Context: an optimization exercise on an open-source flow, tuned for small area, a short achievable clock period and few clock cycles per item. The choices shown serve that exercise and are no tape-out recipe.
The RTL was checked by simulation tests, not by an equivalence proof against the original design.

==> run a: inputs <==
## accel_pcpi_wrapper
module accel_pcpi_wrapper #(
  parameter int N = 4,
  parameter int W = 32
)(
  input  logic clk,
  input  logic rst_n,
  input  logic start_req,
  input  logic [N*N*W-1:0] memA,
  input  logic [N*N*W-1:0] memB,
  output logic done,
  output logic [N*N*W-1:0] result_flat
);
  localparam int K  = 4;           
  localparam int LD = 11;          
  localparam int BLK = 2;         
  logic [2:0] cnt, cnt_d;
  logic [K-1:0] sel_q, bsel;
  logic       idle, clr;
  assign idle = (cnt == '0);
  assign clr  = idle & start_req;    
  assign bsel = sel_q;
  logic go;
  assign go = start_req | ~sel_q[0];
  always_comb begin
    if (idle)
      cnt_d = start_req ? 3'(1) : '0;
    else if (cnt == 3'(K))
      cnt_d = '0;
    else
      cnt_d = cnt + 3'(1);
  end
  always_ff @(posedge clk or negedge rst_n) begin
    if (!rst_n) begin
      cnt   <= '0;
      sel_q <= K'(1);
      done  <= 1'b0;
    end else begin
      cnt  <= cnt_d;
  ...
==> module accel_enc, before the edit <==
module accel_enc (
  input  logic [31:0] b,
  input  logic go,           
  output logic [15:0] x1,    
  output logic [15:0] x2,    
  output logic [15:0] ng     
);
  logic [32:0] bb;
  assign bb = {b, 1'b0};
  genvar d;
  generate
    for (d = 0; d < 16; d++) begin : dig
      accel_ex1 e1 (.go(go), .b1(bb[2*d+1]), .b0(bb[2*d]), .y(x1[d]));
      accel_ex2 e2 (.go(go), .b2(bb[2*d+2]), .b1(bb[2*d+1]), .b0(bb[2*d]), .y(x2[d]));
      assign ng[d] = bb[2*d+2];
    end
  endgenerate
endmodule
==> module accel_ex1, before the edit <==
module accel_ex1 (input logic go, b1, b0, output logic y);
  assign y = go & (b1 ^ b0);
endmodule
==> module accel_ex2, before the edit <==
module accel_ex2 (input logic go, b2, b1, b0, output logic y);
  assign y = go & (b2 ? ~(b1 | b0) : (b1 & b0));
endmodule
==> module accel_pcpi_wrapper, before the edit <==
module accel_pcpi_wrapper #(
  parameter int N = 4,
  parameter int W = 32
)(
  input  logic clk,
  input  logic rst_n,
  input  logic start_req,
  input  logic [N*N*W-1:0] memA,
  input  logic [N*N*W-1:0] memB,
  output logic done,
  output logic [N*N*W-1:0] result_flat
);
  localparam int K  = 4;           
  localparam int LD = 11;          
  localparam int BLK = 2;         
  logic [2:0] cnt, cnt_d;
  logic [K-1:0] sel_q, bsel;
  logic       idle, clr;
  assign idle = (cnt == '0);
  assign clr  = idle & start_req;    
  assign bsel = sel_q;
  logic go;
  assign go = start_req | ~sel_q[0];
  always_comb begin
    if (idle)
      cnt_d = start_req ? 3'(1) : '0;
    else if (cnt == 3'(K))
      cnt_d = '0;
    else
      cnt_d = cnt + 3'(1);
  end
  always_ff @(posedge clk or negedge rst_n) begin
    if (!rst_n) begin
      cnt   <= '0;
      sel_q <= K'(1);
      done  <= 1'b0;
    end else begin
      cnt  <= cnt_d;
      done <= (cnt == 3'(K));
      for (int p = 0; p < K; p++)
        sel_q[p] <= (cnt_d == 3'(p));
    end
  end
  genvar gi, gj;
  generate
    for (gi = 0; gi < N; gi++) begin : ar
      logic [W-1:0] av, a_q;
      always_comb begin
        av = '0;
        for (int p = 0; p < K; p++)
          av = av | ({W{sel_q[p]}} & memA[(gi*N+p)*W +: W]);
      end
      always_ff @(posedge clk) a_q <= av;
    end
    for (gj = 0; gj < N; gj++) begin : br
      logic [W-1:0] bv;
      always_comb begin
        bv = '0;
        for (int p = 0; p < K; p++)
          bv = bv | ({W{bsel[p]}} & memB[(p*N+gj)*W +: W]);
      end
      logic [15:0] x1, x2, ng;
      accel_enc enc (.b(bv), .go(go), .x1(x1), .x2(x2), .ng(ng));
      logic [LD-1:0] x1_q, x2_q, ng_q;
      always_ff @(posedge clk) begin
        x1_q <= x1[LD-1:0];
        x2_q <= x2[LD-1:0];
        ng_q <= ng[LD-1:0];
      end
    end
    for (gi = 0; gi < N; gi++) begin : row
      for (gj = 0; gj < N; gj++) begin : col
        logic [W-2*LD-1:0] h0, h1, h0_q, h1_q;
        accel_hi hi (
          .a(ar[gi].av[W-2*LD-1:0]),
          .x1(br[gj].x1[15:LD]), .x2(br[gj].x2[15:LD]), .ng(br[gj].ng[15:LD]),
          .h0(h0), .h1(h1));
        always_ff @(posedge clk) begin
          h0_q <= h0;
          h1_q <= h1;
        end
        logic [W-1:0] s_q, s_d;
        logic [W/BLK-2:0] c_q, c_d;
        accel_dot dot (
          .a(ar[gi].a_q),
          .x1(br[gj].x1_q), .x2(br[gj].x2_q), .ng(br[gj].ng_q),
          .h0(h0_q), .h1(h1_q),
          .sf(s_q), .cf(c_q), .clr(clr),
          .so(s_d), .co(c_d));
        always_ff @(posedge clk) begin
          s_q <= s_d;
          c_q <= c_d;
        end
        accel_cpa cpa (.s(s_q), .c(c_q), .y(result_flat[(gi*N+gj)*W +: W]));
      end
    end
  endgenerate
endmodule
export LEC_CHECK = 0
export CAP_MARGIN = 20
export CORE_MARGIN = 2
export CORE_UTILIZATION = 55
export SETUP_SLACK_MARGIN = 5
export SLEW_MARGIN = 20
export SYNTH_HIERARCHICAL = 1
create_clock -name core_clock -period 10.0 [get_ports {clk}]
standard.sh (not shown) runs the stock make flow with config.mk's settings and CLKGATE_MAP_FILE= SYNTH_SCRIPT=/design/flow/synth_recipe.tcl, a recipe that flattens the netlist after the stock synthesis.
==> flow/flow/run.sh <==
#!/bin/bash
set -euo pipefail
bash standard.sh synth > synth.log 2>&1
bash standard.sh "BUFFER_PORTS_ARGS=-buffer_cell sky130_fd_sc_hd__buf_2" finish > layout.log 2>&1
mkdir -p step_logs
cp orfs/logs/*/*/*/*.log step_logs/ 2>/dev/null || true
==> inputs of run b, as changes to run a <==
--- a/flow/design.v
+++ b/flow/design.v
@@ -412,3 +412,2 @@
   input  logic [31:0] b,
-  input  logic go,           
   output logic [15:0] x1,    
@@ -422,4 +421,4 @@
     for (d = 0; d < 16; d++) begin : dig
-      accel_ex1 e1 (.go(go), .b1(bb[2*d+1]), .b0(bb[2*d]), .y(x1[d]));
-      accel_ex2 e2 (.go(go), .b2(bb[2*d+2]), .b1(bb[2*d+1]), .b0(bb[2*d]), .y(x2[d]));
+      accel_ex1 e1 (.b1(bb[2*d+1]), .b0(bb[2*d]), .y(x1[d]));
+      accel_ex2 e2 (.b2(bb[2*d+2]), .b1(bb[2*d+1]), .b0(bb[2*d]), .y(x2[d]));
       assign ng[d] = bb[2*d+2];
@@ -428,7 +427,7 @@
 endmodule
-module accel_ex1 (input logic go, b1, b0, output logic y);
-  assign y = go & (b1 ^ b0);
+module accel_ex1 (input logic b1, b0, output logic y);
+  assign y = b1 ^ b0;
 endmodule
-module accel_ex2 (input logic go, b2, b1, b0, output logic y);
-  assign y = go & (b2 ? ~(b1 | b0) : (b1 & b0));
+module accel_ex2 (input logic b2, b1, b0, output logic y);
+  assign y = b2 ? ~(b1 | b0) : (b1 & b0);
 endmodule
@@ -651,5 +650,3 @@
   assign clr  = idle & start_req;    
-  assign bsel = sel_q;
-  logic go;
-  assign go = start_req | ~sel_q[0];
+  assign bsel = {sel_q[K-1:1], sel_q[0] & start_req};
   always_comb begin
@@ -693,3 +690,3 @@
       logic [15:0] x1, x2, ng;
-      accel_enc enc (.b(bv), .go(go), .x1(x1), .x2(x2), .ng(ng));
+      accel_enc enc (.b(bv), .x1(x1), .x2(x2), .ng(ng));
       logic [LD-1:0] x1_q, x2_q, ng_q;
==> qor summary <==
	run b	run a
Maximum number of pins on one net before global-route repair	187	148
Total number of vias	196000	191000
Clock slew at reported path FFs	0.06 ns	0.07 ns
Clock latency on the worst-skew pair	1.00 ns	1.01 ns
Multi-input combinational cell count	18400	18500
Average wire per standard cell	38.2 µm	36.3 µm
Min setup slack post-route	4.96 ns	4.91 ns
Via count of the first global-routing pass	199000	202000
Area of the multi-input gates	202000 µm²	203000 µm²
GRT Total Usage	47.1%	44.3%
Number of buffers created by CTS	188	190
Run status	finished clean	finished clean
Slew HR	12.4%	17.8%
CP max stage delay	0.44 ns	0.40 ns
Transition time of the tightest slew-check pin	1.31 ns	1.23 ns
Number of nets in the layout	28900	28900
Register fraction of the total cell area	10.8%	10.8%
Post-detail-place hpwl	780 mm	757 mm
Post-Place Cells	27700	27800
Fraction of met2 tracks used by global routing	66.5%	68.5%
Fraction of area in multi-input gates	77.4%	78.1%
Worst flop-to-flop path endpoint	row[0].col[3].s_q[23]$_DFF_P_	row[3].col[1].h1_q[9]$_DFF_P_
Fraction of layout instances using a drive strength above 1	18.2%	18.9%
Testbench counts of run a, summed over its fixed seeds: cycles 1,928, items 384.
Testbench counts of run b, summed over its fixed seeds: cycles 1,928, items 384.

[static timing again, ports no longer ideal]
Ports are ideal in the flow. The routed layouts listed here were re-timed in OpenROAD.
Step 1 sets driving cells, clkbuf_16 on the clock port and buf_2 on the other inputs (assumed; they add their load-dependent delay and slew).
Step 2 adds t to the input delays and takes it off the output delays; t is the mean of the earliest and latest rising clock arrival at the registers after step 1. Input paths then give back, and output paths get back, about the clock's delay inside the block.
a / b / c = ideal / step 1 / step 2; a / b = the first two.
| run | t, ns | setup WS [ns] | hold WS [ns] | slew at the worst register clock pin (ns) | worst data-port slew with drivers (ns) |
|---|---|---|---|---|---|
| run a | 1.091 | 4.915 / 4.780 / 4.153 | 0.604 / 0.604 / 0.604 | 0.07 / 0.07 | 0.34 |
| run b | 1.107 | 4.963 / 4.823 / 3.964 | 0.639 / 0.639 / 0.639 | 0.07 / 0.07 | 0.70 |
After both steps setup and hold are still met in every run listed. The setup slack of run b, which loses most, moves by -0.140 ns with the drivers and by -0.999 ns with both steps.
